Source: an optimization exercise on an open RTL-to-GDS flow (aim: small area and a short achievable clock period). Production flows keep margins and buffers that such runs may drop.
At most, simulation tests tie the RTL to the original design; equivalence was not proved.
No functional check of the RTL was part of run 4.
Power and IR drop assume default switching activity.

File: config.mk
export PLATFORM = sky130hd
export DESIGN_NAME = cpu
export DESIGN_NICKNAME = cpu
export VERILOG_FILES = /design/flow/design.v
export SDC_FILE = /design/flow/constraint.sdc
export NUM_CORES = 4
export LEC_CHECK = 0
export CAP_MARGIN = 20
export CORE_MARGIN = 2
export CORE_UTILIZATION = 60
export CTS_BUF_LIST = sky130_fd_sc_hd__clkbuf_8
export SETUP_SLACK_MARGIN = 3.7
export SLEW_MARGIN = 20
export SYNTH_HIERARCHICAL = 1
File: constraint.sdc
create_clock -name core_clock -period 11.5 [get_ports {CLK}]
set_input_delay 2.3000 -clock core_clock [delete_from_list [all_inputs] [get_ports {CLK}]]
set_output_delay 2.3000 -clock core_clock [all_outputs]
set_load 0.01 [all_outputs]
File: design.v
module signExtend(S, Q);
input [5:0] S;
output [7:0] Q;
assign Q = {S[5], S[5], S[5:0]};
endmodule
module two_to_one_mux(S0, S1, Q, select);
input [7:0] S0;
input [7:0] S1;
input select;
output [7:0] Q;
assign Q = (select == 0) ? S0 : S1;
endmodule
module control(OP, BSEL, CISEL, OSEL, SHIFT_LA, SHIFT_LR, LOGICAL_OP);  
input [2:0] OP;
output BSEL;
output CISEL;
output [1:0] OSEL;
output SHIFT_LA;
output SHIFT_LR;
output LOGICAL_OP;
wire q = (OP==3'b000 | OP ==3'b001);
wire w = (OP==3'b010 | OP==3'b011 | OP ==3'b100);
wire e = (OP==3'b101 | OP ==3'b110);
assign BSEL = OP[0];
assign CISEL = OP[0];
assign OSEL = (q ? 2'b00 : w ? 2'b01 : e ? 2'b10: q);
assign SHIFT_LA = (OP==3'b010);
assign SHIFT_LR = OP[1];
assign LOGICAL_OP = OP[0];
endmodule
module adder(A, B, CI, Y, C, V); 
  input [7:0] A;
  input [7:0] B;
  input CI;
  output  reg [7:0] Y;
  output reg C;
  output reg V;
  reg CI1;
  reg CI2;
  reg CI3;
  reg CI4;
  reg CI5;
  reg CI6;
  reg CI7;
  reg CI8;
always @(*)
	begin
		Y[0] = CI ^ A[0] ^ B[0];
		CI1 = (CI & A[0])|(CI & B[0])|(A[0] & B[0]);
		Y[1] = CI1^ A[1] ^ B[1];
		CI2 =(CI1 & A[1])|(CI1 & B[1])|(A[1] & B[1]);
		Y[2] =CI2 ^ A[2] ^ B[2];
		CI3 = (CI2 & A[2])|(CI2 & B[2])|(A[2] & B[2]);
		Y[3] = CI3 ^ A[3] ^ B[3];
		CI4 = (CI3 & A[3])|(CI3 & B[3])|(A[3] & B[3]);
		Y[4] = CI4 ^ A[4] ^ B[4];
		CI5 = (CI4 & A[4])|(CI4 & B[4])|(A[4] & B[4]);
		Y[5] = CI5 ^ A[5] ^ B[5];
		CI6 = (CI5 & A[5])|(CI5 & B[5])|(A[5] & B[5]);
		Y[6] = CI6 ^ A[6] ^ B[6];
		CI7 = (CI6 & A[6])|(CI6 & B[6])|(A[6] & B[6]);
		Y[7] = CI7 ^ A[7] ^ B[7];
		C = (CI7 & A[7])|(CI7 & B[7])|(A[7] & B[7]);
		V = (CI7==C) ? 0:1;
end
endmodule
module shifter(A, LA, LR, Y, C);
input [7:0] A;
input LA, LR;
output reg [7:0] Y;
output reg C;
   always @(*)
	begin
		if (LA==0 & LR==1)
			begin
			Y = {1'b0, A[7:1]};
			C = A[0];
			end
	else if (LA==0 & LR==0)
		begin
		Y = {A[6:0], 1'b0};
		C = A[7];
		end
	else
		begin
		Y = {A[7], A[7:1]};
		C = A[0];
		end
	end
endmodule
module logical(A, B, OP, Y);  
	input [7:0] A;
	input [7:0] B;
	input OP;
	output [7:0] Y;
	assign Y[0] = (~OP&(A[0]|B[0]))|(OP&(A[0]&B[0]));
	assign Y[1] = (~OP&(A[1]|B[1]))|(OP&(A[1]&B[1]));
	assign Y[2] = (~OP&(A[2]|B[2]))|(OP&(A[2]&B[2]));
	assign Y[3] = (~OP&(A[3]|B[3]))|(OP&(A[3]&B[3]));
	assign Y[4] = (~OP&(A[4]|B[4]))|(OP&(A[4]&B[4]));
	assign Y[5] = (~OP&(A[5]|B[5]))|(OP&(A[5]&B[5]));
	assign Y[6] = (~OP&(A[6]|B[6]))|(OP&(A[6]&B[6]));
	assign Y[7] = (~OP&(A[7]|B[7]))|(OP&(A[7]&B[7]));
endmodule
module alu(A, B, OP, Y, C, V, N, Z, BSEL, CSEL, OSEL, SHIFT_LA, SHIFT_LR, LOGICAL_OP, Y_ADD, Y_SHIFT, Y_LOG, C_ADD, C_SHIFT);
  input  [7:0]  A;
  input  [7:0]  B;
  input  [2:0]  OP;
  output [7:0]  Y;
  output [7:0]  Y_ADD;
  output [7:0]  Y_SHIFT;
  output [7:0]  Y_LOG;
  output        C;
  output C_ADD;
  output C_SHIFT;
  output        V;
  output        N;
  output        Z;
  output BSEL;
  output CSEL; 
  output [1:0] OSEL;
  output SHIFT_LA;
  output SHIFT_LR;
  output LOGICAL_OP;
adder add (
.A(A),
.B((BSEL) ? ~B : B),
.CI(CISEL),
.Y(Y_ADD),
.C(C_ADD),
.V(V)
);
shifter shift (
.A(A),
.LA(SHIFT_LA),
.LR(SHIFT_LR),
.Y(Y_SHIFT),
.C(C_SHIFT)
);
logical log (
.A(A),
.B(B),
.OP(LOGICAL_OP),
.Y(Y_LOG)
);
control con (
.OP(OP),
.BSEL(BSEL),
.CISEL(CISEL),
.OSEL(OSEL),
.SHIFT_LA(SHIFT_LA),
.SHIFT_LR(SHIFT_LR),
.LOGICAL_OP(LOGICAL_OP)
);
wire q = (OSEL == 2'b00);
wire w = (OSEL == 2'b01);
wire e = (OSEL == 2'b10);
assign Y = (q ? Y_ADD : w ? Y_SHIFT : e ? Y_LOG: Y_LOG);
assign C = (OSEL == 2'b00) ? C_ADD : (OSEL == 2'b01) ? C_SHIFT : 2'b0;
assign N = (Y[7:4] > 4'b0111);
assign Z = (Y[7:0]==8'b00000000);
endmodule
module registerFile(CLK, SA, SB, LD, DR, D_in, DataA, DataB, RESET);
input CLK;
input RESET;
input [2:0] SA;
input [2:0] SB;
input LD;
input [2:0] DR;
input [7:0] D_in;
output [7:0] DataA;
output [7:0] DataB;
reg [7:0] reg0, reg1, reg2, reg3, reg4, reg5, reg6, reg7;
assign DataA = (SA == 3'b0) ? reg0 :
					(SA == 3'b001) ? reg1 :
					(SA == 3'b010) ? reg2 :
					(SA == 3'b011) ? reg3 :
					(SA == 3'b100) ? reg4 :
					(SA == 3'b101) ? reg5 :
					(SA == 3'b110) ? reg6 :
					(SA == 3'b111) ? reg7 : 0;
assign DataB = (SB == 3'b0) ? reg0 :
					(SB == 3'b001) ? reg1 :
					(SB == 3'b010) ? reg2 :
					(SB == 3'b011) ? reg3 :
					(SB == 3'b100) ? reg4 :
					(SB == 3'b101) ? reg5 :
					(SB == 3'b110) ? reg6 :
					(SB == 3'b111) ? reg7 : 0;
always @(posedge CLK) begin
if(RESET) begin
reg0<=8'b0;
reg1<=8'b0;
reg2<=8'b0;
reg3<=8'b0;
reg4<=8'b0;
reg5<=8'b0;
reg6<=8'b0;
reg7<=8'b0;
end
else if(LD) begin
	case(DR)
		3'b000: reg0<=D_in;
		3'b001: reg1<=D_in;
		3'b010: reg2<=D_in;
		3'b011: reg3<=D_in;
		3'b100: reg4<=D_in;
		3'b101: reg5<=D_in;
		3'b110: reg6<=D_in;
		3'b111: reg7<=D_in;
	endcase
end
end
endmodule
module decoder(INST, DR, SA, SB, IMM, MB, FS, MD, LD, MW, BS, OFF, HALT);
input [15:0] INST;
output reg [2:0] DR;
output reg [2:0] SA;
output reg [2:0] SB;
output reg [5:0] IMM;
output reg [3:0] FS;
output reg [3:0] BS;
output reg [5:0] OFF;
output reg HALT;
output reg MB;
output reg MD;
output reg LD;
output reg MW;
always @(INST) begin
if(INST[15:12] == 4'b0000)begin
if(INST[2:0] == 3'b000)begin
	DR <= 3'b0;
	SA <= 3'b0;
	SB <= 3'b0;
	IMM <= 6'b0;
	FS <= 3'b0;
	MB <= 1'b0;
	OFF <= 6'b0;
	LD <= 1'b0;
	MW <= 1'b0;
	MD <= 1'b0;
	HALT<=1'b0;
	BS <= 3'b100;
end
else if(INST[2:0] == 3'b001)begin
	HALT <= 1'b1;
	DR <= 3'b0;
	SA <= 3'b0;
	SB <= 3'b0;
	OFF <= 6'b0;
	IMM <= 6'b0;
	FS <= 3'b0;
	MB <= 1'b0;
	LD <= 1'b0;
	MW <= 1'b0;
	MD <= 1'b0;
	BS <= 3'b100;
end
else begin
	DR <= 3'b0;
	SA <= 3'b0;
	SB <= 3'b0;
	OFF <= 6'b0;
	IMM <= 6'b0;
	FS <= 3'b0;
	MB <= 1'b0;
	LD <= 1'b0;
	MW <= 1'b0;
	MD <= 1'b0;
	BS <= 3'b100;
	HALT<=1'b0;
end
end	
else if(INST[15] == 0 && INST[14:12] != 3'b000)begin  
if(INST[15:12] == 4'b0010) begin
	IMM <= {INST[5:0]};
	DR <= 	INST[8:6];
	SA <= INST[11:9];
	SB <= 3'b0;
	MB <= 1'b1;
	LD <= 1'b1;
	MW <= 1'b0;
	BS <= 3'b100;
	OFF <= 6'b0;
	FS <= 3'b0;
	MD <= 1'b1;
	HALT<=1'b0;
end
else if(INST[15:12] == 4'b0100) begin
	IMM <= {INST[5:0]};
	DR <= 3'b0;
	SA <= INST[11:9];
	SB <= INST[8:6];
	MB <= 1'b1;
	OFF <= 6'b0;
	LD <= 1'b0;
	MW <= 1'b1;
	FS <= 3'b0;
	MD <= 1'b0;	
	BS <= 3'b100;
	HALT<=1'b0;
end
else if(INST[15:12] == 4'b0101) begin
	IMM <= INST[5:0];
	DR <= INST[8:6];
	SA <= INST[11:9];
	SB <= 3'b0;
	MB <= 1'b1;
	LD <= 1'b1;
	MW <= 1'b0;
	FS <= 3'b0;
	OFF <= 6'b0;
	BS <= 3'b100;
	HALT<=1'b0;
	MD <= 1'b0;
end
else if(INST[15:12] == 4'b0110) begin
	IMM <= {INST[5:0]};
	DR <= INST[8:6];
	SA <= INST[11:9];
	SB <= 3'b0;
	MB <= 1'b1;
	OFF <= 6'b0;
	LD <= 1'b1;
	MW <= 1'b0;
	FS <= 3'b101;
	MD <= 1'b0;
	BS <= 3'b100;
	HALT<=1'b0;
end
else if(INST[15:12] == 4'b0111) begin
	IMM <= {INST[5:0]};
	DR <= INST[8:6];
	SA <= INST[11:9];
	SB <= 3'b0;
	MB <= 1'b1;
	OFF <= 6'b0;
	LD <= 1'b1;
	MW <= 1'b0;
	FS <= 3'b110;
	MD <= 1'b0;
	BS <= 3'b100;
	HALT<=1'b0;
end	
else begin
	DR <= 3'b0;
	SA <= 3'b0;
	SB <= 3'b0;
	IMM <= 6'b0;
	FS <= 3'b0;
	MB <= 1'b0;
	OFF <= 6'b0;
	BS <= 3'b100;
	LD <= 1'b0;
	MW <= 1'b0;
	MD <= 1'b0;
	HALT<=1'b0;
end
end  
else if(INST[15:12] == 4'b1111) begin  
if(INST[2:0] == 3'b0)begin
	FS <= 3'b0;
	IMM <= 6'b0;
	DR <= INST[5:3];
	SA <= INST[11:9];
	SB <= INST[8:6];
	MB <= 1'b0;
	BS <= 3'b100;
	LD <= 1'b1;
	HALT<=1'b0;
	OFF <= 6'b0;
	MW <= 1'b0;
	MD <= 1'b0;
end
else if(INST[2:0] == 3'b001) begin
	FS <= 3'b001;
	IMM <= 6'b0;
	DR <= INST[5:3];
	SA <= INST[11:9];
	SB <= INST[8:6];
	MB <= 1'b0;
	OFF <= 6'b0;
	BS <= 3'b100;
	LD <= 1'b1;
	MW <= 1'b0;	
	MD <= 1'b0;
	HALT<=1'b0;
end
else if(INST[2:0] == 3'b010) begin
	FS <= 3'b010;
	IMM <= 6'b0;
	DR <= INST[5:3];
	SA <= INST[11:9];
	SB <= 3'b0;
	MB <= 1'b0;
	LD <= 1'b1;
	HALT<=1'b0;
	OFF <= 6'b0;
	MW <= 1'b0;
	BS <= 3'b100;
	MD <= 1'b0;
end
else if(INST[2:0] == 3'b011) begin
	FS <= 3'b011;
	IMM <= 6'b0;
	DR <= INST[5:3];
	SA <= INST[11:9];
	SB <= 3'b0;
	OFF <= 6'b0;
	MB <= 1'b0;
	BS <= 3'b100;
	LD <= 1'b1;
	HALT<=1'b0;
	MW <= 1'b0;
	MD <= 1'b0;
end
else if(INST[2:0] == 3'b100) begin
	FS <= 3'b100;
	IMM <= 6'b0;
	DR <= INST[5:3];
	SA <= INST[11:9];
	SB <= 3'b0;
	MB <= 1'b0;
	LD <= 1'b1;
	MW <= 1'b0;
	OFF <= 6'b0;
	HALT<=1'b0;
	BS <= 3'b100;
	MD <= 1'b0;
end
else if(INST[2:0] == 3'b101) begin
	FS <= 3'b101;
	DR <= INST[5:3];
	SA <= INST[11:9];
	SB <= INST[8:6];
	IMM <= 6'b0;
	OFF <= 6'b0;
	MB <= 1'b0;
	LD <= 1'b1;
	MW <= 1'b0;
	MD <= 1'b0;
	BS <= 3'b100;
	HALT<=1'b0;
end
else if(INST[2:0] == 3'b110) begin
	FS <= 3'b110;
	DR <= INST[5:3];
	SA <= INST[11:9];
	SB <= INST[8:6];
	IMM <= 6'b0;
	OFF <= 6'b0;
	MB <= 1'b0;
	LD <= 1'b1;
	MW <= 1'b0;
	MD <= 1'b0;
	BS <= 3'b100;
	HALT<=1'b0;
end
else begin
	DR <= 3'b0;
	SA <= 3'b0;
	SB <= 3'b0;
	IMM <= 6'b0;
	FS <= 3'b0;
	MB <= 1'b0;
	LD <= 1'b0;
	BS <= 3'b100;
	MW <= 1'b0;
	HALT<=1'b0;
	MD <= 1'b0;
	OFF <= 6'b0;
end
end  
else if(INST[15:14] == 2'b10) begin
if(INST[15:12] == 4'b1000) begin
	DR <= 3'b0;
	SA <= INST[11:9];
	SB <= INST[8:6];
	IMM <= 6'b0;
	FS<=3'b001;
	BS<=3'b0;
	HALT<=1'b0;
	MB<=1'b0;
	LD = 1'b0;
	MW = 1'b0;
	MD = 1'b0;
	OFF <= INST[5:0];
end
else if (INST[15:12] == 4'b1001) begin
	DR <= 3'b0;
	SA <= INST[11:9];
	SB <= INST[8:6];
	IMM <= 6'b0;
	FS<=3'b001;
	BS<=3'b001;
	HALT<=1'b0;
	MB<=1'b0;
	LD = 1'b0;
	MW = 1'b0;
	MD = 1'b0;
	OFF <= INST[5:0];
end
else if(INST[15:12] == 4'b1010) begin
	DR <= 3'b0;
	SA <= INST[11:9];
	SB <= 3'b0;
	IMM <= 6'b0;
	FS<=3'b001;
	BS<=3'b010;  
	HALT<=1'b0;
	MB<=1'b1;
	LD = 1'b0;
	MW = 1'b0;
	MD = 1'b0;
	OFF <= INST[5:0];
end
else if(INST[15:12] == 4'b1011) begin
	DR <= 3'b0;
	SA <= INST[11:9];
	SB <= 3'b0;
	IMM <= 6'b0;
	FS<=3'b001;
	BS<=3'b011;
	HALT<=1'b0;
	MB <=1'b1;
	LD = 1'b0;
	MW = 1'b0;
	MD = 1'b0;
	OFF <= INST[5:0];
end
else begin
	DR <= 3'b0;
	SA <= 3'b0;
	SB <= 3'b0;
	IMM <= 6'b0;
	FS <= 3'b0;
	BS <= 3'b0;
	HALT<=1'b0;
	MB <= 1'b0;
	LD <= 1'b0;
	MW <= 1'b0;
	MD <= 1'b0;
	OFF <= 6'b0;
end
end  
else begin
	DR <= 3'b0;
	SA <= 3'b0;
	SB <= 3'b0;
	IMM <= 6'b0;
	FS <= 3'b0;
	BS <= 3'b0;
	HALT<=1'b0;
	MB <= 1'b0;
	LD <= 1'b0;
	MW <= 1'b0;
	MD <= 1'b0;
	OFF <= 6'b0;
end
end 
endmodule
module cpu(CLK, RESET, EN_L, Iin, Din, PC, NextPC, DataA, DataB, DataC, DataD, MW);
  input         CLK;
  input         RESET;
  input         EN_L;
  input  [15:0] Iin;
  input  [7:0]  Din;
  output [7:0]  PC;
  output [7:0]  NextPC;
  output [7:0]  DataA;
  output [7:0]  DataB;
  output [7:0]  DataC;
  output [7:0]  DataD;
  output        MW;
  reg  [7:1] pc_q;
  reg        EN_LPrev;
  reg  [7:0] r0, r1, r2, r3, r4, r5, r6, r7;
  wire useA, zB, doSub, doAdd, selC, isLB, isBr, isHALT, LD;
  wire doAnd, doOr, doRsh, doSra, doSll;
  wire [2:0] DR;
  wire [7:0] k;
  cpu_ctrl ctrl (.I(Iin), .useA(useA), .zB(zB), .doSub(doSub), .doAdd(doAdd), .selC(selC),
                 .doAnd(doAnd), .doOr(doOr), .doRsh(doRsh), .doSra(doSra), .doSll(doSll),
                 .isLB(isLB), .isSB(MW), .isBr(isBr), .isHALT(isHALT), .LD(LD),
                 .DR(DR), .k(k));
  wire [7:0] sa, sb, a, b, bm;
  cpu_dec3 dec_a (.s(Iin[11:9]), .y(sa));
  cpu_dec3 dec_b (.s(Iin[8:6]), .y(sb));
  genvar i;
  generate
    for (i = 0; i < 8; i = i + 1) begin : rd
      wire [7:0] ri = {r7[i], r6[i], r5[i], r4[i], r3[i], r2[i], r1[i], r0[i]};
      cpu_rd8  pa (.s(sa), .r(ri), .y(a[i]));
      cpu_rd8m pb (.s(sb), .r(ri), .u(zB), .y(b[i]), .ym(bm[i]));
    end
  endgenerate
  assign DataB = b;
  wire nuseA;
  g_inv iua (.a(useA), .y(nuseA));
  generate
    for (i = 0; i < 8; i = i + 1) begin : am
      wire m1, m0;
      g_nand2 n1 (.a(useA), .b(a[i]), .y(m1));
      g_nand2 n0 (.a(nuseA), .b(r0[i]), .y(m0));
      g_nand2 n2 (.a(m1), .b(m0), .y(DataA[i]));
    end
  endgenerate
  wire [7:0] sum, ang, ant;
  cpu_add8 add (.a(a), .bm(bm), .k(k), .ci(doSub), .s(sum), .ng(ang), .nt(ant));
  wire [7:0] nother, notherC;
  generate
    for (i = 0; i < 8; i = i + 1) begin : oth
      cpu_oth1 o (.ng(ang[i]), .nt(ant[i]), .al(i > 0 ? a[i-1] : 1'b0),
                  .ar(i < 7 ? a[i+1] : a[7]), .r0l(i > 0 ? r0[i-1] : 1'b0), .din(Din[i]),
                  .nuseA(nuseA), .isLB(isLB), .doAnd(doAnd), .doOr(doOr),
                  .doRsh(i < 7 ? doRsh : doSra), .doSll(doSll),
                  .nD(nother[i]), .nC(notherC[i]));
    end
  endgenerate
  generate
    for (i = 0; i < 8; i = i + 1) begin : res
      wire sd, sc;
      g_nand2 d0 (.a(sum[i]), .b(doAdd), .y(sd));
      g_nand2 d1 (.a(sd), .b(nother[i]), .y(DataD[i]));
      g_nand2 c0 (.a(sum[i]), .b(selC), .y(sc));
      g_nand2 c1 (.a(sc), .b(notherC[i]), .y(DataC[i]));
    end
  endgenerate
  wire halt = isHALT & ~EN_L & EN_LPrev;
  wire taken, ntaken;
  wire [7:1] pc_inc, pc_br, npc;
  wire [7:0] eqb;
  wire eq0, eq1;
  generate
    for (i = 0; i < 8; i = i + 1) begin : cmp
      g_xnor2 x (.a(a[i]), .b(bm[i]), .y(eqb[i]));
    end
  endgenerate
  g_nand4 e0 (.a(eqb[0]), .b(eqb[1]), .c(eqb[2]), .d(eqb[3]), .y(eq0));
  g_nand4 e1 (.a(eqb[4]), .b(eqb[5]), .c(eqb[6]), .d(eqb[7]), .y(eq1));
  cpu_taken tk (.neq0(eq0), .neq1(eq1), .a7(a[7]), .op(Iin[13:12]), .isBr(isBr), .taken(taken), .ntaken(ntaken));
  cpu_pcinc pi (.pc(pc_q), .halt(halt), .inc(pc_inc));
  cpu_pcbr  pb (.pc(pc_q), .off(Iin[5:0]), .br(pc_br));
  generate
    for (i = 1; i < 8; i = i + 1) begin : ps
      wire m1, m0;
      g_nand2 n1 (.a(taken), .b(pc_br[i]), .y(m1));
      g_nand2 n0 (.a(ntaken), .b(pc_inc[i]), .y(m0));
      g_nand2 n2 (.a(m1), .b(m0), .y(npc[i]));
    end
  endgenerate
  assign NextPC = {npc, 1'b0};
  assign PC = {pc_q, 1'b0};
  wire [7:0] wd = RESET ? 8'd0 : DataC;
  wire [7:0] we = {8{RESET}} | ({8{LD}} & (8'd1 << DR));
  always @(posedge CLK) begin
    EN_LPrev <= EN_L;
    if (RESET) pc_q <= 7'd0;
    else       pc_q <= npc;
    if (we[0]) r0 <= wd;
    if (we[1]) r1 <= wd;
    if (we[2]) r2 <= wd;
    if (we[3]) r3 <= wd;
    if (we[4]) r4 <= wd;
    if (we[5]) r5 <= wd;
    if (we[6]) r6 <= wd;
    if (we[7]) r7 <= wd;
  end
endmodule
module cpu_ctrl(I, useA, zB, doSub, doAdd, selC, doAnd, doOr, doRsh, doSra, doSll,
                isLB, isSB, isBr, isHALT, LD, DR, k);
  input  [15:0] I;
  output useA, zB, doSub, doAdd, selC, doAnd, doOr, doRsh, doSra, doSll;
  output isLB, isSB, isBr, isHALT, LD;
  output [2:0] DR;
  output [7:0] k;
  wire [3:0] op = I[15:12];
  wire [2:0] fn = I[2:0];
  wire isR    = (op == 4'b1111) & (fn != 3'b111);
  assign isLB = (op == 4'b0010);
  assign isSB = (op == 4'b0100);
  wire isIALU = (op[3:2] == 2'b01) & (op[1:0] != 2'b00);    
  assign isBr = (op[3:2] == 2'b10);
  assign isHALT = (op == 4'b0000) & (fn == 3'b001);
  assign useA   = isR | isLB | isSB | isIALU | isBr;        
  wire useImm   = ~op[3];                                   
  assign doSub  = (op[3:1] == 3'b100) | ((op == 4'b1111) & (fn == 3'b001));   
  assign doAdd  = isLB | isSB | (op == 4'b0101) | (isR & fn[2:1] == 2'b00) | isBr;
  assign selC   = doAdd & ~isLB;
  assign doAnd  = isR ? (fn == 3'b101) : (op == 4'b0110);
  assign doOr   = isR ? (fn == 3'b110) : (op == 4'b0111);
  assign doSra  = isR & (fn == 3'b010);
  assign doRsh  = isR & (fn[2:1] == 2'b01);                 
  assign doSll  = isR & (fn == 3'b100);
  assign zB     = useImm | (isBr & op[1]);
  assign LD = isR | isLB | isIALU;
  assign DR = isR ? I[5:3] : I[8:6];
  assign k = ({8{useImm}} & {{2{I[5]}}, I[5:0]}) | {8{doSub}};
endmodule
module cpu_dec3(s, y);
  input  [2:0] s;
  output [7:0] y;
  assign y = 8'd1 << s;
endmodule
module cpu_rd8(s, r, y);
  input  [7:0] s, r;
  output y;
  assign y = |(s & r);
endmodule
module cpu_rd8m(s, r, u, y, ym);
  input  [7:0] s, r;
  input  u;
  output y, ym;
  wire t = |(s & r);
  assign y = t;
  assign ym = t & ~u;
endmodule
module cpu_oth1(ng, nt, al, ar, r0l, din, nuseA, isLB, doAnd, doOr, doRsh, doSll, nD, nC);
  input  ng, nt, al, ar, r0l, din;
  input  nuseA, isLB, doAnd, doOr, doRsh, doSll;
  output nD, nC;
  wire o = (doAnd & ~ng) | (doOr & ~nt) | (doRsh & ar) | (doSll & al) | (nuseA & r0l);
  assign nD = ~o;
  assign nC = ~o & ~(isLB & din);
endmodule
module cpu_add8(a, bm, k, ci, s, ng, nt);
  input  [7:0] a, bm, k;
  input  ci;
  output [7:0] s, ng, nt;
  wire [7:0] b;
  genvar j;
  generate
    for (j = 0; j < 8; j = j + 1) begin : ox
      g_xor2 x (.a(bm[j]), .b(k[j]), .y(b[j]));
    end
  endgenerate
  wire [7:0] p;
  genvar i;
  generate
    for (i = 0; i < 8; i = i + 1) begin : l0
      g_nand2 gg (.a(a[i]), .b(b[i]), .y(ng[i]));
      g_nor2  gt (.a(a[i]), .b(b[i]), .y(nt[i]));
    end
    for (i = 0; i < 8; i = i + 1) begin : lp
      g_xor2  gp (.a(a[i]), .b(b[i]), .y(p[i]));
    end
  endgenerate
  wire nci;
  g_inv  i_ci (.a(ci), .y(nci));
  wire c1, G21, T21, G43, T43, G65, T65;
  g_o21ai l1a (.a1(nt[0]), .a2(nci), .b1(ng[0]), .y(c1));
  g_o21ai l1b (.a1(nt[2]), .a2(ng[1]), .b1(ng[2]), .y(G21));
  g_nor2  l1c (.a(nt[2]), .b(nt[1]), .y(T21));
  g_o21ai l1d (.a1(nt[4]), .a2(ng[3]), .b1(ng[4]), .y(G43));
  g_nor2  l1e (.a(nt[4]), .b(nt[3]), .y(T43));
  g_o21ai l1f (.a1(nt[6]), .a2(ng[5]), .b1(ng[6]), .y(G65));
  g_nor2  l1g (.a(nt[6]), .b(nt[5]), .y(T65));
  wire g1, t1, g5, t5;
  g_inv i_g1 (.a(ng[1]), .y(g1));
  g_inv i_t1 (.a(nt[1]), .y(t1));
  g_inv i_g5 (.a(ng[5]), .y(g5));
  g_inv i_t5 (.a(nt[5]), .y(t5));
  wire nc2, nc3, nG53, nT53, nG63, nT63;
  g_a21oi l2a (.a1(t1), .a2(c1), .b1(g1), .y(nc2));
  g_a21oi l2b (.a1(T21), .a2(c1), .b1(G21), .y(nc3));
  g_a21oi l2c (.a1(t5), .a2(G43), .b1(g5), .y(nG53));
  g_nand2 l2d (.a(t5), .b(T43), .y(nT53));
  g_a21oi l2e (.a1(T65), .a2(G43), .b1(G65), .y(nG63));
  g_nand2 l2f (.a(T65), .b(T43), .y(nT63));
  wire nG43, nT43;
  g_inv i_G43 (.a(G43), .y(nG43));
  g_inv i_T43 (.a(T43), .y(nT43));
  wire c4, c5, c6, c7;
  g_o21ai l3a (.a1(nt[3]), .a2(nc3), .b1(ng[3]), .y(c4));
  g_o21ai l3b (.a1(nT43), .a2(nc3), .b1(nG43), .y(c5));
  g_o21ai l3c (.a1(nT53), .a2(nc3), .b1(nG53), .y(c6));
  g_o21ai l3d (.a1(nT63), .a2(nc3), .b1(nG63), .y(c7));
  g_xor2  s0 (.a(p[0]), .b(ci), .y(s[0]));
  g_xor2  s1 (.a(p[1]), .b(c1), .y(s[1]));
  g_xnor2 s2 (.a(p[2]), .b(nc2), .y(s[2]));
  g_xnor2 s3 (.a(p[3]), .b(nc3), .y(s[3]));
  g_xor2  s4 (.a(p[4]), .b(c4), .y(s[4]));
  g_xor2  s5 (.a(p[5]), .b(c5), .y(s[5]));
  g_xor2  s6 (.a(p[6]), .b(c6), .y(s[6]));
  g_xor2  s7 (.a(p[7]), .b(c7), .y(s[7]));
endmodule
module cpu_taken(neq0, neq1, a7, op, isBr, taken, ntaken);
  input  neq0, neq1, a7;
  input  [1:0] op;
  input  isBr;
  output taken, ntaken;
  wire eq = ~(neq0 | neq1);
  assign taken = isBr & (op[1] ? (a7 ^ ~op[0]) : (eq ^ op[0]));
  assign ntaken = ~taken;
endmodule
module cpu_pcinc(pc, halt, inc);
  input  [7:1] pc;
  input  halt;
  output [7:1] inc;
  assign inc = pc + {6'd0, ~halt};
endmodule
module cpu_pcbr(pc, off, br);
  input  [7:1] pc;
  input  [5:0] off;
  output [7:1] br;
  wire [6:0] x = pc;
  wire [6:0] y = {off[5], off};
  wire [6:0] p;
  wire [6:1] s;
  genvar i;
  generate
    for (i = 1; i < 7; i = i + 1) begin : lp
      g_xor2 gp (.a(x[i]), .b(y[i]), .y(p[i]));
    end
  endgenerate
  g_xnor2 s0 (.a(x[0]), .b(y[0]), .y(br[1]));
  wire nc1, ng1, nt1, ng3, nt3, ng5, nt5, g2, t2, g4, t4;
  g_nor2  t0n (.a(x[0]), .b(y[0]), .y(nc1));    
  g_nand2 g1n (.a(x[1]), .b(y[1]), .y(ng1));
  g_nor2  t1n (.a(x[1]), .b(y[1]), .y(nt1));
  g_and2  g2p (.a(x[2]), .b(y[2]), .y(g2));
  g_or2   t2p (.a(x[2]), .b(y[2]), .y(t2));
  g_nand2 g3n (.a(x[3]), .b(y[3]), .y(ng3));
  g_nor2  t3n (.a(x[3]), .b(y[3]), .y(nt3));
  g_and2  g4p (.a(x[4]), .b(y[4]), .y(g4));
  g_or2   t4p (.a(x[4]), .b(y[4]), .y(t4));
  g_nand2 g5n (.a(x[5]), .b(y[5]), .y(ng5));
  g_nor2  t5n (.a(x[5]), .b(y[5]), .y(nt5));
  wire c2, nc3, c4, nc5, c6;
  g_o21ai k2 (.a1(nt1), .a2(nc1), .b1(ng1), .y(c2));
  g_a21oi k3 (.a1(t2), .a2(c2), .b1(g2), .y(nc3));
  g_o21ai k4 (.a1(nt3), .a2(nc3), .b1(ng3), .y(c4));
  g_a21oi k5 (.a1(t4), .a2(c4), .b1(g4), .y(nc5));
  g_o21ai k6 (.a1(nt5), .a2(nc5), .b1(ng5), .y(c6));
  g_xnor2 s1 (.a(p[1]), .b(nc1), .y(br[2]));
  g_xor2  s2 (.a(p[2]), .b(c2), .y(br[3]));
  g_xnor2 s3 (.a(p[3]), .b(nc3), .y(br[4]));
  g_xor2  s4 (.a(p[4]), .b(c4), .y(br[5]));
  g_xnor2 s5 (.a(p[5]), .b(nc5), .y(br[6]));
  g_xor2  s6 (.a(p[6]), .b(c6), .y(br[7]));
endmodule
module g_nand2(a, b, y);
  input a, b;
  output y;
  assign y = ~(a & b);
endmodule
module g_nand4(a, b, c, d, y);
  input a, b, c, d;
  output y;
  assign y = ~(a & b & c & d);
endmodule
module g_xor2(a, b, y);
  input a, b;
  output y;
  assign y = a ^ b;
endmodule
module g_a22oi(a1, a2, b1, b2, y);
  input a1, a2, b1, b2;
  output y;
  assign y = ~((a1 & a2) | (b1 & b2));
endmodule
module g_a41oi(a1, a2, a3, a4, b1, y);
  input a1, a2, a3, a4, b1;
  output y;
  assign y = ~((a1 & a2 & a3 & a4) | b1);
endmodule
module g_nor2(a, b, y);
  input a, b;
  output y;
  assign y = ~(a | b);
endmodule
module g_inv(a, y);
  input a;
  output y;
  assign y = ~a;
endmodule
module g_xnor2(a, b, y);
  input a, b;
  output y;
  assign y = ~(a ^ b);
endmodule
module g_o21ai(a1, a2, b1, y);
  input a1, a2, b1;
  output y;
  assign y = ~((a1 | a2) & b1);
endmodule
module g_a21oi(a1, a2, b1, y);
  input a1, a2, b1;
  output y;
  assign y = ~((a1 & a2) | b1);
endmodule
module g_and2(a, b, y);
  input a, b;
  output y;
  assign y = a & b;
endmodule
module g_or2(a, b, y);
  input a, b;
  output y;
  assign y = a | b;
endmodule
File: flow/run.sh
#!/bin/bash
# The standard layout (the standard.sh), with the input and output ports buffered by
# sky130_fd_sc_hd__buf_2 instead of the cell buffer_ports picks by default.
set -euo pipefail
export BUFFER_PORTS_ARGS="-buffer_cell sky130_fd_sc_hd__buf_2"
bash standard.sh > flow_make.log 2>&1
File: standard.sh
#!/bin/bash
# synth_recipe.tcl (not shown) runs the flow's synth.tcl, then flattens the netlist and writes it again
# the make line also repeats each setting of config.mk as NAME=value (left out here)
make -C /OpenROAD-flow-scripts/flow DESIGN_CONFIG=/design/flow/config.mk WORK_HOME=/design/flow/orfs CLKGATE_MAP_FILE= SYNTH_SCRIPT=/design/flow/synth_recipe.tcl "${@:-finish}"
==> metrics.md, run 1 <==
| Metric | Value |
|---|---|
| Post-CTS Setup Inserts | 0 |
| Total grt overflow | 0 |
| TritonCTS clock tree | yes |
| Mean post-synth cell area | 9.853 um^2 |
| Initial core utilization | 0.6096 |
| Compound-gate portion of the synthesized area | 0.2520 |
| Cts repair resizes | 0 |
| DRT Wirelength | 14440 um |
| Status | no timing/DRC/antenna violations |
| Pin count of the biggest net entering global routing | 24 |
| Htree depth | 3 |
| Hold_buf cts | 0 |
| DRT antenna net count | 0 |
| CTS Root Cell | clkbuf_8 |
| Adder and majority gate portion of the synthesized area | 0.004801 |
| Most frequent cells in the layout | nand2_1, buf_2, edfxtp_1, inv_1, xor2_1 |
| Worst setup path class | input pin to output port |
| Simple-gate portion of the synthesized area | 0.2062 |
| Mux cell area share after synthesis | 0.01128 |
| TNS Setup | 0 ns |
| CTS Buf Count | 9 |
| Storage element area | 2082 um^2 |
| Worst-path clk slew | 0.08 ns |
| Placed Cells incl. Taps | 707 |
| Pre-antenna DRT Iters | 5 |
| Crit share post-route | 0.6424 |
| Post-Synthesis Cells | 529 |
| Synth warn | 7 |
| Final setup violation count | 0 |
| Pins over their slew limit | 0 |
| Slew HR | 0.3549 |
| Total Power | 0.8592 mW |
| Buffers on Ports | 73 |
| Starting DRT DRC Count | 482 |
| Nature of the critical path endpoint | output port |
| Worst Setup Start Kind | input pin |
| Clk sink count | 72 |
| Final Instance Count excl. Fillers | 723 |
| Cell variety after synth | 57 |
| Worst-Skew Late Latency | 0.36 ns |
| Setup ws final | 4.112 ns |
| Cell family with most CP delay | simple AND/OR/NAND/NOR gates |
| Max Clock Skew | 0.01739 ns |
| Vias in the first global route | 4262 |
| Power density over the cells | 144.9 nW/um^2 |
| DRC | 0 |
| Minimum clock period | 7.388 ns |
| Most common cell after layout, fill and taps aside | nand2_1 |
| Number of synthesized flops with an enable pin | 64 |
| Slowest stage cell, crit path | nor3_2 |
| Number of filler cells placed in the layout | 673 |
| Gpl congestion | 0.9832 |
| DR vias/cell | 6.393 |
| Yosys reg bits | 72 |
| Placed cell area | 5698 um^2 |
| Pre-CTS setup slack | 3.863 ns |
| Final Cell Area | 5928 um^2 |
| Core region area | 8551 um^2 |
| RSZ-0062 raised after global routing | false |
| Die ar. | 9449 um^2 |
| Rows | 34 |
| Post-Synthesis Cell Area | 5212 um^2 |
| Largest fanout on the critical path | 10 |
| Worst path cell trace | buf_2, nor3_2, a22oi_1, nand4_1, xnor2_1, nand4_1, nor3_2, a21oi_2, mux2i_1, nand2_1, nand2_1, buf_2 |
| Worst min path class | flop to flop |
| Sequential element share of the synthesized area | 0.3994 |
| Xor and xnor area share after synthesis | 0.08401 |
| Worst path required time | 9.20 ns |
| Ports | 76 |
| Die Span Y | 97.21 um |
| Hold Violations, Final | 0 |
| Fraction of layout cells with a size suffix above 1 | 0.2780 |
| First-pass GRT wire length | 22800 um |
| Slowest cell delay on critical path | 0.55 ns |
| Die W | 97.21 um |
| WP buf/inv | 2 |
| Fraction of registers with async set/reset | 0 |
| Clock tree buffer depth | 2 |
| DP HPWL | 10900 um |
| Max-cap violations | 0 |
| Net count, final | 639 |
| Crit path arrival time | 5.09 ns |
| Synth Flop Type | edfxtp_1 |
| Initial antenna violation count | 0 |
| Leakage | 2.377 nW |
| Vias | 4622 |
| Footprint of the multi-input gates | 2955 um^2 |
| Total track usage | 0.3061 |
| Ant diodes | 0 |
| VDD IR max | 0.1327 mV |
| Main combinational cell family by area after synthesis | compound AO/OA/AOI/OAI gates |
| Worst Tran Pin Value | 0.9602 ns |
| Detailed-route wire length per cell | 19.97 um |
| Area grow syn2layout | 13.73% |
| Max Fclk | 135.4 MHz |
-- area by class of cell --
| type | instances | share of cell area |
|---|---|---|
| inverter | 36 | 0.02279 |
| clock buffer | 9 | 0.02089 |
| clock inverter | 7 | 0.01456 |
| multi-input combinational | 412 | 0.4985 |
| timing repair buffer | 79 | 0.06923 |
| sequential | 72 | 0.3512 |
| tap | 108 | 0.02279 |
-- per-stage QoR --
| step | hold slack [ns] | utilization |
|---|---|---|
| after global routing | 0.7958 | 0.6933 |
| after floorplan | 0.7921 | - |
| after detailed placement | 0.7133 | 0.6664 |
| after global placement | 0.6978 | 0.6664 |
| after CTS | 0.7297 | 0.6910 |
| final | 0.7231 | 0.6933 |
-- flip-flops by register name (all words and copies together) (netlist names) --
signal,flops
pc_q,7
r2,8
r0,8
r6,8
r4,8
EN_LPrev,1
r5,8
r7,8
r1,8
r3,8
-- worst min-delay path: stages (launching register included) --
cell     delay (ns)
dfxtp_1        0.38
xnor2_1        0.08
nand2_1        0.05
nand2_1        0.05
nor2b_1        0.12
-- kinds of logic (layout without fill, tap and decap cells) --
kind of cell / count (synthesis) / in the layout
AO/OA/AOI/OAI: 138 / 138
XOR/XNOR: 50 / 50
adder cells (fa/ha/maj): 2 / 2
buffers and inverters: 49 / 131
flip-flops: 72 / 72
multiplexers: 5 / 5
other: 1 / 5
AND/OR/NAND/NOR: 212 / 212
-- final timing paths --
| kind | start | to | slack (ns) | cells past startpoint |
|---|---|---|---|---|
| setup / recovery | Iin[9] | NextPC[7] | 4.11 | 12 |
| hold / removal | pc_q[7] | pc_q[7] | 0.72 | 4 |
| hold reg to reg | pc_q[7] | pc_q[7] | 0.72 | 4 |
| setup reg to reg | r0[1] | r3[6] | 8.25 | 10 |
-- cells in the mapped netlist (5+ instances only) --
library cell	number	area, um^2
buf_4	7	52.55
nor2b_1	18	112.6
nand2_1	103	386.6
and3b_2	6	60.06
a221oi_1	8	70.07
a222oi_1	8	80.08
nor2_1	21	78.83
nor3b_1	7	52.55
a22oi_1	32	240.2
a21oi_2	7	61.31
nor3_1	5	25.02
xor2_1	34	297.8
nand4_1	18	112.6
o221ai_1	8	70.07
a41oi_2	8	130.1
edfxtp_1	64	1922
buf_2	5	25.02
o21ai_1	11	55.05
dfxtp_1	8	160.2
inv_1	35	131.4
a22oi_2	32	400.4
xnor2_1	16	140.1
o21ai_0	6	30.03
and2b_1	8	60.06
-- Yosys stat by module (local to each module, per instance), a selection --
module / times used / area (um^2)
g_nand2: 90 / 3.754
cpu_taken: 1 / 60.06
g_xnor2: 14 / 8.758
cpu: 1 / 2316
g_nand4: 2 / 6.256
cpu_pcinc: 1 / 96.34
g_o21ai: 11 / 5.005
g_xor2: 31 / 8.758
cpu_rd8: 8 / 36.28
g_a21oi: 6 / 8.758
cpu_oth1: 8 / 46.29
cpu_dec3: 2 / 65.06
cpu_rd8m: 8 / 72.57
cpu_ctrl: 1 / 405.4
g_and2: 2 / 6.256
g_or2: 2 / 6.256
-- where the power goes --
group	switching (mW)	internal, mW	leakage, nW
combinational	0.176	0.106	1.55
clock	0.110	0.105	0.104
sequential	0.0318	0.330	0.724
total	0.318	0.541	2.38
-- metal layers --
layer  share of wire  routed length [um]  global-route usage  vias to the layer above
met3           0.090                1305             0.07626                       27
met2            0.45                6462              0.4599                      267
met5               0                   0                   0                        -
li1                -                   -                   -                     2156
met1            0.44                6371              0.4336                     2172
met4           0.021                 301              0.1083                        0
==> run 2, diff against run 1 <==
--- a/config.mk
+++ b/config.mk
@@ -10,5 +10,5 @@
 export CORE_UTILIZATION = 60
 export CTS_BUF_LIST = sky130_fd_sc_hd__clkbuf_8
-export SETUP_SLACK_MARGIN = 3.7
+export SETUP_SLACK_MARGIN = 4.3
 export SLEW_MARGIN = 20
 export SYNTH_HIERARCHICAL = 1
==> metrics.md, run 2 <==
| Metric | Value |
|---|---|
| Status | no timing/DRC/antenna violations (unchanged) |
| Seq pwr share | 0.406 (was 0.422) |
| Synth Flop Type | edfxtp_1 (unchanged) |
| Hold_buf cts | 0 (unchanged) |
| Largest fanout on the critical path | 9 (was 10) |
| Slew HR | 0.3006 (was 0.3549) |
| Most common cell after layout, fill and taps aside | nand2_1 (unchanged) |
| Post-Synthesis Cell Area | 5212 um^2 (unchanged) |
| Fraction of registers with async set/reset | 0 (unchanged) |
| Final setup violation count | 0 (unchanged) |
| Most frequent cells in the layout | nand2_1, buf_2, edfxtp_1, inv_1 (was nand2_1, buf_2, edfxtp_1, inv_1, xor2_1) |
| Vias | 4876 (was 4622) |
| Worst Tran Pin Value | 1.041 ns (was 0.9602 ns) |
| DRC | 0 (unchanged) |
| Power share of the clock group | 0.241 (was 0.251) |
| Htree depth | 3 (unchanged) |
| Synth top area share | 0.3687 (unchanged) |
| Area grow syn2layout | 21.17% (was 13.73%) |
| Worst path required time | 9.20 ns (about the same) |
| Power density over the cells | 141.2 nW/um^2 (was 144.9 nW/um^2) |
| Pins over their slew limit | 0 (unchanged) |
| First-pass GRT wire length | 22710 um (was 22800 um) |
| Minimum clock period | 7.133 ns (was 7.388 ns) |
| TritonCTS clock tree | yes (unchanged) |
| Nature of the critical path endpoint | output port (unchanged) |
| Pre-antenna DRT Iters | 6 (was 5) |
| Psw | 0.3296 mW (was 0.3179 mW) |
| Leakage | 2.555 nW (was 2.377 nW) |
| VDD IR max | 0.1063 mV (was 0.1327 mV) |
| Buffers on Ports | 73 (unchanged) |
| Vias in the first global route | 4206 (was 4262) |
| Core region area | 8551 um^2 (unchanged) |
| Clk sink count | 72 (unchanged) |
| Synth warn | 7 (unchanged) |
| Gpl congestion | 0.9804 (was 0.9832) |
| Sequential element share of the synthesized area | 0.3994 (unchanged) |
| Worst min path class | flop to flop (unchanged) |
| Crit share post-route | 0.6202 (was 0.6424) |
| Number of filler cells placed in the layout | 649 (was 673) |
| Max Clock Skew | 0.01021 ns (was 0.01739 ns) |
| Max Fclk | 140.2 MHz (was 135.4 MHz) |
| Most numerous cell in the Yosys netlist | nand2_1 (unchanged) |
| Flop-to-flop setup slack | 8.32 ns (was 8.25 ns) |
| Most frequent cells after synthesis | nand2_1, edfxtp_1, inv_1 (unchanged) |
| Storage element area | 2082 um^2 (unchanged) |
| Rows | 34 (unchanged) |
| CTS Root Cell | clkbuf_8 (unchanged) |
| DRT Wirelength | 15210 um (was 14440 um) |
| Mean post-synth cell area | 9.853 um^2 (unchanged) |
| Detailed-route wire length per cell | 20.25 um (was 19.97 um) |
| TNS Setup | 0 ns (unchanged) |
| Net count, final | 667 (was 639) |
| Initial core utilization | 0.6096 (unchanged) |
| Max-cap violations | 0 (unchanged) |
| Total track usage | 0.3058 (was 0.3061) |
| Footprint of the multi-input gates | 3115 um^2 (was 2955 um^2) |
| DRT antenna net count | 0 (unchanged) |
| Initial antenna violation count | 0 (unchanged) |
| DP HPWL | 10780 um (was 10900 um) |
| Number of synthesized flops with an enable pin | 64 (unchanged) |
| Yosys reg bits | 72 (unchanged) |
| RSZ-0062 raised after global routing | false (unchanged) |
| Die ar. | 9449 um^2 (unchanged) |
| Die Span Y | 97.21 um (unchanged) |
| Crit path arrival time | 4.83 ns (was 5.09 ns) |
| Switching share of power | 0.3697 (was 0.3700) |
| Final core occ | 0.7387 (was 0.6933) |
| Total Power | 0.8915 mW (was 0.8592 mW) |
| Ant diodes | 0 (unchanged) |
| DR vias/cell | 6.493 (was 6.393) |
| Ports | 76 (unchanged) |
| Fraction of layout cells with a size suffix above 1 | 0.3344 (was 0.2780) |
| Post-Synthesis Cells | 529 (unchanged) |
| Die W | 97.21 um (unchanged) |
| Hold Violations, Final | 0 (unchanged) |
| Internal Pwr Total | 0.5620 mW (was 0.5413 mW) |
| Placed Cells incl. Taps | 706 (was 707) |
| Pin count of the biggest net entering global routing | 24 (unchanged) |
| Largest area contributor in the netlist | edfxtp_1 (unchanged) |
| Final Instance Count excl. Fillers | 751 (was 723) |
| Worst Setup Start Kind | input pin (unchanged) |
| Cell variety after synth | 57 (unchanged) |
| Starting DRT DRC Count | 567 (was 482) |
| CTS Buf Count | 9 (unchanged) |
| Worst setup path class | input pin to output port (unchanged) |
| Clock tree buffer depth | 2 (unchanged) |
| Worst-Skew Late Latency | 0.36 ns (about the same) |
| Worst-path clk slew | 0.08 ns (about the same) |
| Total grt overflow | 0 (unchanged) |
| Logic pwr share | 0.353 (was 0.328) |
| Largest cells by area after synthesis | edfxtp_1, a22oi_2, nand2_1 (unchanged) |
==> run 2: cell counts after synthesis <==
No cell type changed its count.
==> run 2: final cells by class <==
type | instances | area share
repair buffers | 107 | 0.1012
clock inverters | 7 | 0.01347
well taps | 108 | 0.02139
flip-flops and latches | 72 | 0.3296
inverters | 36 | 0.02139
multi-input cells | 412 | 0.4933
clock buffers | 9 | 0.01961
==> run 2: repair_timing <==
action                                  in CTS  in global routing
endpoints found under the setup margin      21                 16
pin swaps                                    1                 18
resized for setup                            9                 24
setup buffers                                3                 26
endpoints found under the hold margin        0                  0
==> run 2: power groups by stage <==
stage               Sequential (mW)  Clock [mW]  Combinational [mW]
floorplan                     0.357           0               0.193
global placement              0.365           0               0.273
detailed placement            0.366           0               0.278
CTS                           0.360       0.216               0.282
global route                  0.365       0.226               0.341
finish                        0.362       0.215               0.314
==> run 2: path summary, 6_finish.rpt <==
kind | to | startpoint | cells after the start
max | DataC[6] | Iin[8] | 14
min | pc_q[7] | pc_q[7] | 4
min reg2reg | pc_q[7] | pc_q[7] | 4
max reg2reg | r2[7] | r0[2] | 11
==> run 2: per-module statistics from Yosys, one instance, submodules excluded, a selection <==
module,cells,flops+latches
cpu_ctrl,63,0
g_nand4,1,0
cpu_oth1,7,0
g_nand2,1,0
g_xor2,1,0
g_o21ai,1,0
g_nor2,1,0
cpu_rd8m,6,0
g_inv,1,0
cpu_taken,7,0
g_xnor2,1,0
g_or2,1,0
g_and2,1,0
g_a21oi,1,0
==> run 2: cells by family after synthesis <==
kind of cell               share of synthesized area
muxes                                        0.01128
adders and majority gates                   0.004800
and+or+nand+nor                               0.2062
xor gates and xnor gates                     0.08401
buffers and inverters                        0.04153
AOI/OAI and AO/OA                             0.2520
DFF                                           0.3994
other                                      0.0007194
==> run 2: worst max-delay path, stage by stage <==
cell	delay [ns]
clkbuf_4	0.18
and3b_4	0.25
buf_12	0.14
a22oi_2	0.26
a41oi_4	0.21
xor2_2	0.21
nor2_1	0.27
nor2_2	0.08
a21oi_4	0.25
o21ai_1	0.12
xor2_1	0.19
nand2_1	0.08
nand2_1	0.13
buf_2	0.14
==> run 2: layer usage <==
layer	GRT usage	routed length [um]	up-vias
met1	0.4512	6419	2317
met3	0.05036	1474	49
met2	0.4487	6795	303
li1	-	-	2207
met5	0	0	-
met4	0.1268	515	0
==> run 2: metrics by stage <==
step | hold WS [ns] | worst slack, ns | area [um^2]
3_5_place_dp | 0.7140 | 3.801 | 5695
2_1_floorplan | 0.7921 | 4.338 | 5233
3_3_place_gp | 0.6965 | 3.882 | 5695
6_report | 0.7301 | 4.367 | 6316
5_1_grt | 0.7844 | 4.242 | 6316
4_1_cts | 0.7340 | 4.299 | 5969
==> run 3, diff against run 2 <==
--- a/config.mk
+++ b/config.mk
@@ -10,5 +10,5 @@
 export CORE_UTILIZATION = 60
 export CTS_BUF_LIST = sky130_fd_sc_hd__clkbuf_8
-export SETUP_SLACK_MARGIN = 4.3
+export SETUP_SLACK_MARGIN = 4.0
 export SLEW_MARGIN = 20
 export SYNTH_HIERARCHICAL = 1
==> metrics.md, run 3 <==
| Metric | Value |
|---|---|
| Total Power | 0.8588 mW (was 0.8915 mW) |
| Total grt overflow | 0 (unchanged) |
| Detailed-route wire length per cell | 19.92 um (was 20.25 um) |
| Mux cell area share after synthesis | 0.01128 (unchanged) |
| Crit share post-route | 0.6334 (was 0.6202) |
| Die W | 97.21 um (unchanged) |
| Post-Synthesis Cell Area | 5212 um^2 (unchanged) |
| Worst-Skew Late Latency | 0.36 ns (about the same) |
| Slew HR | 0.3667 (was 0.3006) |
| Storage element area | 2082 um^2 (unchanged) |
| Flop-to-flop setup slack | 8.27 ns (was 8.32 ns) |
| Largest fanout on the critical path | 10 (was 9) |
| Worst hold stages | 4 (unchanged) |
| Cts repair resizes | 4 (was 9) |
| Final setup violation count | 0 (unchanged) |
| Clock tree buffer depth | 2 (unchanged) |
| Number of synthesized flops with an enable pin | 64 (unchanged) |
| DRT Wirelength | 14410 um (was 15210 um) |
| Die ar. | 9449 um^2 (unchanged) |
| Largest area contributor in the netlist | edfxtp_1 (unchanged) |
| Net count, final | 639 (was 667) |
| Hold_buf cts | 0 (unchanged) |
| Start of the worst register-to-register path | r0[1] (was r0[2]) |
| Worst-path clk slew | 0.08 ns (about the same) |
| Compound-gate portion of the synthesized area | 0.2520 (unchanged) |
| Final Instance Count excl. Fillers | 723 (was 751) |
| Setup ws final | 4.215 ns (was 4.367 ns) |
| DRT antenna net count | 0 (unchanged) |
| Buffers on Ports | 73 (unchanged) |
| Sequential element share of the synthesized area | 0.3994 (unchanged) |
| Power density over the cells | 144.7 nW/um^2 (was 141.2 nW/um^2) |
| Leakage | 2.374 nW (was 2.555 nW) |
| Most frequent cells after synthesis | nand2_1, edfxtp_1, inv_1 (unchanged) |
| Main combinational cell family by area after synthesis | compound AO/OA/AOI/OAI gates (unchanged) |
| Clk sink count | 72 (unchanged) |
| Number of filler cells placed in the layout | 671 (was 649) |
| First-pass GRT wire length | 22780 um (was 22710 um) |
| Post-Synthesis Cells | 529 (unchanged) |
| Mean post-synth cell area | 9.853 um^2 (unchanged) |
| Hold EP | pc_q[7] (unchanged) |
| Ant diodes | 0 (unchanged) |
| Fraction of registers with async set/reset | 0 (unchanged) |
| Cell variety after synth | 57 (unchanged) |
| Hold Violations, Final | 0 (unchanged) |
| Rows | 34 (unchanged) |
| DR vias/cell | 6.385 (was 6.493) |
| R2r endpoint | r1[7] (was r2[7]) |
| Pin count of the biggest net entering global routing | 24 (unchanged) |
| Ports | 76 (unchanged) |
| Worst Setup Start Kind | input pin (unchanged) |
| Pre-CTS setup slack | 3.863 ns (was 3.801 ns) |
| Vias | 4616 (was 4876) |
| Area grow syn2layout | 13.85% (was 21.17%) |
| Total track usage | 0.3055 (was 0.3058) |
| Most frequent cells in the layout | nand2_1, buf_2, edfxtp_1, inv_1, xor2_1 (was nand2_1, buf_2, edfxtp_1, inv_1) |
| Starting DRT DRC Count | 477 (was 567) |
| Adder and majority gate portion of the synthesized area | 0.004801 (unchanged) |
| Most numerous cell in the Yosys netlist | nand2_1 (unchanged) |
| Fraction of layout cells with a size suffix above 1 | 0.2813 (was 0.3344) |
| Crit path arrival time | 4.98 ns (was 4.83 ns) |
| Initial core utilization | 0.6096 (unchanged) |
| Initial antenna violation count | 0 (unchanged) |
| Synth Flop Type | edfxtp_1 (unchanged) |
| Max Clock Skew | 0.01785 ns (was 0.01021 ns) |
| Yosys reg bits | 72 (unchanged) |
| Min-delay src | pc_q[7] (unchanged) |
| Post-CTS Setup Inserts | 0 (was 3) |
| Vias in the first global route | 4249 (was 4206) |
| DRC | 0 (unchanged) |
| Core region area | 8551 um^2 (unchanged) |
| Worst setup path class | input pin to output port (unchanged) |
| Worst min path class | flop to flop (unchanged) |
| Die Span Y | 97.21 um (unchanged) |
| Max Fclk | 137.3 MHz (was 140.2 MHz) |
| CTS Root Cell | clkbuf_8 (unchanged) |
| Status | no timing/DRC/antenna violations (unchanged) |
| Max-cap violations | 0 (unchanged) |
| Worst path required time | 9.20 ns (about the same) |
| Worst Tran Pin Value | 0.9427 ns (was 1.041 ns) |
| DP HPWL | 10900 um (was 10780 um) |
| Htree depth | 3 (unchanged) |
| Pins over their slew limit | 0 (unchanged) |
| CTS Buf Count | 9 (unchanged) |
| VDD IR max | 0.1330 mV (was 0.1063 mV) |
| Synth warn | 7 (unchanged) |
| Xor and xnor area share after synthesis | 0.08401 (unchanged) |
| Nature of the critical path endpoint | output port (unchanged) |
| Footprint of the multi-input gates | 2962 um^2 (was 3115 um^2) |
| Placed Cells incl. Taps | 707 (was 706) |
| TNS Setup | 0 ns (unchanged) |
| Gpl congestion | 0.9832 (was 0.9804) |
| Most common cell after layout, fill and taps aside | nand2_1 (unchanged) |
| Simple-gate portion of the synthesized area | 0.2062 (unchanged) |
| Synth top area share | 0.3687 (unchanged) |
| Reg2reg path depth | 10 (was 11) |
| Largest cells by area after synthesis | edfxtp_1, a22oi_2, nand2_1 (unchanged) |
| Pre-antenna DRT Iters | 5 (was 6) |
| Minimum clock period | 7.285 ns (was 7.133 ns) |
| TritonCTS clock tree | yes (unchanged) |
| RSZ-0062 raised after global routing | true (was false) |
[run 3: how the worst max path moves through the flow]
stage / cells past startpoint / to / slack (ns) / from
global placement: 12 / NextPC[6] / 3.94 / Iin[9]
floorplan: 11 / DataC[4] / 4.26 / Iin[6]
CTS: 12 / NextPC[7] / 4.19 / Iin[11]
finish: 12 / NextPC[7] / 4.22 / Iin[11]
detailed placement: 12 / NextPC[7] / 3.86 / Iin[9]
global route: 12 / NextPC[7] / 3.98 / Iin[11]
[run 3: worst max-delay path, cell delays in order]
cell	delay (ns)
buf_2	0.17
nor3b_2	0.57
a22oi_1	0.16
nand4_1	0.41
xnor2_1	0.18
nand4_1	0.17
nor3_2	0.22
a21oi_2	0.08
mux2i_2	0.41
nand2_1	0.11
nand2_1	0.08
buf_2	0.12
[run 3: logic make-up after synthesis]
family,after synthesis
AO/OA/AOI/OAI,138
XOR/XNOR,50
adder cells (fa/ha/maj),2
buffers and inverters,49
flip-flops,72
multiplexers,5
other,1
AND/OR/NAND/NOR,212
[run 3: per-layer routing]
layer	vias to the layer above	track usage	part of all wire
met4	0	0.1083	0.018
met3	28	0.06906	0.093
met2	260	0.4599	0.45
li1	2155	-	-
met5	-	0	0
met1	2173	0.4364	0.44
[run 3: metrics by stage]
stage	instance area, um^2	hold WS [ns]	util
after floorplan	5228	0.7921	-
after global placement	5698	0.6978	0.6664
after detailed placement	5698	0.7133	0.6664
after CTS	5928	0.7297	0.6933
after global routing	5934	0.7958	0.6940
final	5934	0.7226	0.6940
[run 3: power breakdown]
| part | switching [mW] | leakage, nW | internal [mW] |
|---|---|---|---|
| clock | 0.110 | 0.104 | 0.105 |
| sequential | 0.0316 | 0.724 | 0.330 |
| combinational | 0.176 | 1.55 | 0.106 |
| total | 0.317 | 2.37 | 0.542 |
[run 3: area by class of cell]
class,count,share of cell area
Multi-Input combinational cell,412,0.4991
Sequential cell,72,0.3508
Timing Repair Buffer,79,0.06915
Inverter,36,0.02277
Tap cell,108,0.02277
Clock buffer,9,0.02087
Clock inverter,7,0.01455
[run 3: per-module statistics from Yosys (local to each module, per instance), excerpt]
| module | flops+latches | cells | cell area [um^2] | copies in the design |
|---|---|---|---|---|
| cpu_pcinc | 0 | 12 | 96.34 | 1 |
| g_and2 | 0 | 1 | 6.256 | 2 |
| g_nand2 | 0 | 1 | 3.754 | 90 |
| cpu_dec3 | 0 | 8 | 65.06 | 2 |
| g_nor2 | 0 | 1 | 3.754 | 15 |
| cpu | 72 | 106 | 2316 | 1 |
| g_xor2 | 0 | 1 | 8.758 | 31 |
==> run 4, diff against run 3 <==
--- a/design.v
+++ b/design.v
@@ -592,5 +592,6 @@
       wire [7:0] ri = {r7[i], r6[i], r5[i], r4[i], r3[i], r2[i], r1[i], r0[i]};
       cpu_rd8  pa (.s(sa), .r(ri), .y(a[i]));
-      cpu_rd8m pb (.s(sb), .r(ri), .u(zB), .y(b[i]), .ym(bm[i]));
+      cpu_rd8  pb (.s(sb), .r(ri), .y(b[i]));
+      g_and2b  mb (.a_n(zB), .b(b[i]), .y(bm[i]));
     end
   endgenerate
@@ -634,5 +635,5 @@
   generate
     for (i = 0; i < 8; i = i + 1) begin : cmp
-      g_xnor2 x (.a(a[i]), .b(bm[i]), .y(eqb[i]));
+      g_xnor2 x (.a(a[i]), .b(b[i]), .y(eqb[i]));
     end
   endgenerate
@@ -708,12 +709,4 @@
   assign y = |(s & r);
 endmodule
-module cpu_rd8m(s, r, u, y, ym);
-  input  [7:0] s, r;
-  input  u;
-  output y, ym;
-  wire t = |(s & r);
-  assign y = t;
-  assign ym = t & ~u;
-endmodule
 module cpu_oth1(ng, nt, al, ar, r0l, din, nuseA, isLB, doAnd, doOr, doRsh, doSll, nD, nC);
   input  ng, nt, al, ar, r0l, din;
@@ -900,2 +893,7 @@
   assign y = a | b;
 endmodule
+module g_and2b(a_n, b, y);
+  input a_n, b;
+  output y;
+  assign y = ~a_n & b;
+endmodule
==> metrics.md, run 4 <==
| Metric | Value |
|---|---|
| Die ar. | 9136 um^2 (was 9449 um^2) |
| Flop-to-flop setup slack | 8.19 ns (was 8.27 ns) |
| Placed cell area | 5484 um^2 (was 5698 um^2) |
| Worst-path clk slew | 0.08 ns (about the same) |
| Final Cell Area | 5858 um^2 (was 5934 um^2) |
| Final setup violation count | 0 (unchanged) |
| Worst-Skew Late Latency | 0.35 ns (was 0.36 ns) |
| Cell variety after synth | 55 (was 57) |
| Synth Flop Type | edfxtp_1 (unchanged) |
| Crit share post-route | 0.6403 (was 0.6334) |
| Status | no timing/DRC/antenna violations (unchanged) |
| Worst setup path class | input pin to output port (unchanged) |
| Rows | 33 (was 34) |
| CTS Root Cell | clkbuf_8 (unchanged) |
| Most frequent cells in the layout | nand2_1, buf_2, edfxtp_1, a22oi_1, inv_1 (was nand2_1, buf_2, edfxtp_1, inv_1, xor2_1) |
| Area grow syn2layout | 16.41% (was 13.85%) |
| Mean post-synth cell area | 9.513 um^2 (was 9.853 um^2) |
| DP HPWL | 10180 um (was 10900 um) |
| Vias in the first global route | 4048 (was 4249) |
| Nature of the critical path endpoint | output port (unchanged) |
| Most frequent cells after synthesis | nand2_1, a22oi_1, edfxtp_1 (was nand2_1, edfxtp_1, inv_1) |
| Hold Violations, Final | 0 (unchanged) |
| R2r endpoint | r3[7] (was r1[7]) |
| Fraction of registers with async set/reset | 0 (unchanged) |
| Max Clock Skew | 0.01124 ns (was 0.01785 ns) |
| Synth top area share | 0.3819 (was 0.3687) |
| Gpl congestion | 0.9735 (was 0.9832) |
| Largest area contributor in the netlist | edfxtp_1 (unchanged) |
| Die W | 95.58 um (was 97.21 um) |
| Slew HR | 0.3978 (was 0.3667) |
| Power density over the cells | 144.0 nW/um^2 (was 144.7 nW/um^2) |
| Htree depth | 3 (unchanged) |
| Max-cap violations | 0 (unchanged) |
| Start of the worst register-to-register path | r0[2] (was r0[1]) |
| Die Span Y | 95.58 um (was 97.21 um) |
| Post-Synthesis Cell Area | 5032 um^2 (was 5212 um^2) |
| RSZ-0062 raised after global routing | false (was true) |
| Worst path required time | 9.20 ns (about the same) |
| Detailed-route wire length per cell | 18.89 um (was 19.92 um) |
| Total Power | 0.8436 mW (was 0.8588 mW) |
| First-pass GRT wire length | 21300 um (was 22780 um) |
| CTS Buf Count | 9 (unchanged) |
| Total grt overflow | 0 (unchanged) |
| TNS Setup | 0 ns (unchanged) |
| Number of synthesized flops with an enable pin | 64 (unchanged) |
| Fraction of layout cells with a size suffix above 1 | 0.2460 (was 0.2813) |
| Pins over their slew limit | 0 (unchanged) |
| Clk sink count | 72 (unchanged) |
| Yosys reg bits | 72 (unchanged) |
| TritonCTS clock tree | yes (unchanged) |
| Ports | 76 (unchanged) |
| Initial antenna violation count | 0 (unchanged) |
| Reg2reg path depth | 12 (was 10) |
| Ant diodes | 0 (unchanged) |
| Worst Tran Pin Value | 0.8964 ns (was 0.9427 ns) |
| DRT Wirelength | 13660 um (was 14410 um) |
| Launch point of the critical path | Iin[8] (was Iin[11]) |
| Initial core utilization | 0.6155 (was 0.6096) |
| Starting DRT DRC Count | 417 (was 477) |
| Final core occ | 0.7166 (was 0.6940) |
| DRC | 0 (unchanged) |
| Most numerous cell in the Yosys netlist | nand2_1 (unchanged) |
| Pre-antenna DRT Iters | 6 (was 5) |
| Synth warn | 7 (unchanged) |
| Worst min path class | flop to flop (unchanged) |
| Largest fanout on the critical path | 9 (was 10) |
| Vias | 4509 (was 4616) |
| DRT antenna net count | 0 (unchanged) |
| VDD IR max | 0.1316 mV (was 0.1330 mV) |
| Minimum clock period | 7.364 ns (was 7.285 ns) |
| Clock tree buffer depth | 2 (unchanged) |
| DR vias/cell | 6.237 (was 6.385) |
| Leakage | 2.429 nW (was 2.374 nW) |
| Number of filler cells placed in the layout | 625 (was 671) |
| Pin count of the biggest net entering global routing | 24 (unchanged) |
| Hold_buf cts | 0 (unchanged) |
| Post-Synthesis Cells | 529 (unchanged) |
| Net count, final | 642 (was 639) |
| Most common cell after layout, fill and taps aside | nand2_1 (unchanged) |
| Largest cells by area after synthesis | edfxtp_1, a22oi_1, nand2_1 (was edfxtp_1, a22oi_2, nand2_1) |
| Worst Setup EP | DataC[7] (was NextPC[7]) |
| Hold_ws | 0.7268 ns (was 0.7226 ns) |
| Sequential element share of the synthesized area | 0.4137 (was 0.3994) |
| Crit path arrival time | 5.06 ns (was 4.98 ns) |
| Core region area | 8175 um^2 (was 8551 um^2) |
| Buffers on Ports | 73 (unchanged) |
| Max Fclk | 135.8 MHz (was 137.3 MHz) |
| Total track usage | 0.3096 (was 0.3055) |
| Worst Setup Start Kind | input pin (unchanged) |
run 4: power breakdown:
group,switching (mW),internal [mW]
clock,0.0979,0.100
sequential,0.0227,0.330
combinational,0.180,0.114
run 4: cell type report:
class                      instances  area (um^2)  area share
timing repair buffer              82        435.4     0.07433
inverter                          36        135.1     0.02307
sequential                        72         2082      0.3554
clock inverter                     7        71.32     0.01217
tap                              105        131.4     0.02243
multi-input combinational        412         2879      0.4915
clock buffer                       9        123.9     0.02114
run 4: worst min path at each step:
| stage | start | depth (start not counted) | slack, ns | endpoint |
|---|---|---|---|---|
| CTS | pc_q[1] | 4 | 0.73 | pc_q[1] |
| floorplan | pc_q[1] | 4 | 0.79 | pc_q[1] |
| finish | pc_q[1] | 4 | 0.73 | pc_q[1] |
| detailed placement | pc_q[1] | 4 | 0.71 | pc_q[1] |
| global placement | pc_q[7] | 4 | 0.70 | pc_q[7] |
| global route | pc_q[7] | 4 | 0.78 | pc_q[7] |
run 4: Yosys stat by module (local to each module, per instance), excerpt:
module     copies in the design  cells  cell area, um^2  flops+latches
cpu_ctrl                      1     63            405.4              0
cpu                           1    106             2316             72
g_xor2                       31      1            8.758              0
cpu_taken                     1      7            60.06              0
g_nand4                       2      1            6.256              0
g_nand2                      90      1            3.754              0
g_and2                        2      1            6.256              0
g_inv                         8      1            3.754              0
run 4: cells by family (layout without fill, tap and decap cells):
group,count (synthesis),after routing,synth area share
other cells,1,5,0.0007452
mux,5,5,0.01168
buf+inv,49,134,0.04301
compound gates,130,130,0.2034
xor+xnor,50,50,0.08702
simple gates,220,220,0.2355
flops,72,72,0.4137
fa+ha+maj,2,2,0.004972
run 4: critical path, cell delays in order:
cell     delay [ns]
buf_2          0.26
and3b_2        0.33
a22oi_1        0.26
nand4_1        0.28
nor2b_4        0.22
xor2_1         0.26
nor2_1         0.12
o21ai_1        0.25
a21oi_4        0.08
o21ai_1        0.18
xor2_1         0.20
nand2_1        0.08
nand2_1        0.10
buf_2          0.13
run 4: metrics by stage:
stage	setup slack [ns]	std cells
after floorplan	4.565	533
after global placement	3.866	700
after detailed placement	3.682	700
after CTS	4.014	716
after global routing	3.981	723
final	4.137	723
run 4: what timing repair did:
action | in CTS | in global routing
hold endpoints to repair | 0 | 0
gates resized for setup | 8 | 15
setup endpoints to repair | 19 | 18
setup buffers | 0 | 7
pin swaps | 0 | 7
run 4: routing by layer:
metal / share of wire / track usage / wire (um)
met4: 0.014 / 0.09405 / 195
met1: 0.44 / 0.4381 / 5960
met2: 0.47 / 0.4913 / 6413
met5: 0 / 0 / 0
met3: 0.080 / 0.04901 / 1087

-- what the ideal ports hide --
How much do the figures lean on ideal ports? The routed layouts below were timed once more, with nothing changed but the port constraints. Step 1 assumes that a clkbuf_16 drives the clock port and a buf_2 every other input. Step 2 also shifts input and output timing later by t, the mid clock arrival at the registers, as if the neighbouring blocks saw the same clock. a / b / c = ideal ports / drivers / drivers and shift; a / b = the first two.
run	shift t [ns]	setup slack, ns	latest minus earliest clock arrival (ns)
run 1	0.388	4.112 / 4.080 / 4.080	0.017 / 0.017
run 2	0.385	4.367 / 4.345 / 4.345	0.010 / 0.010
run 3	0.385	4.215 / 4.183 / 4.183	0.018 / 0.017
run 4	0.374	4.136 / 4.107 / 4.107	0.011 / 0.012
After both steps setup and hold are still met in every run listed.
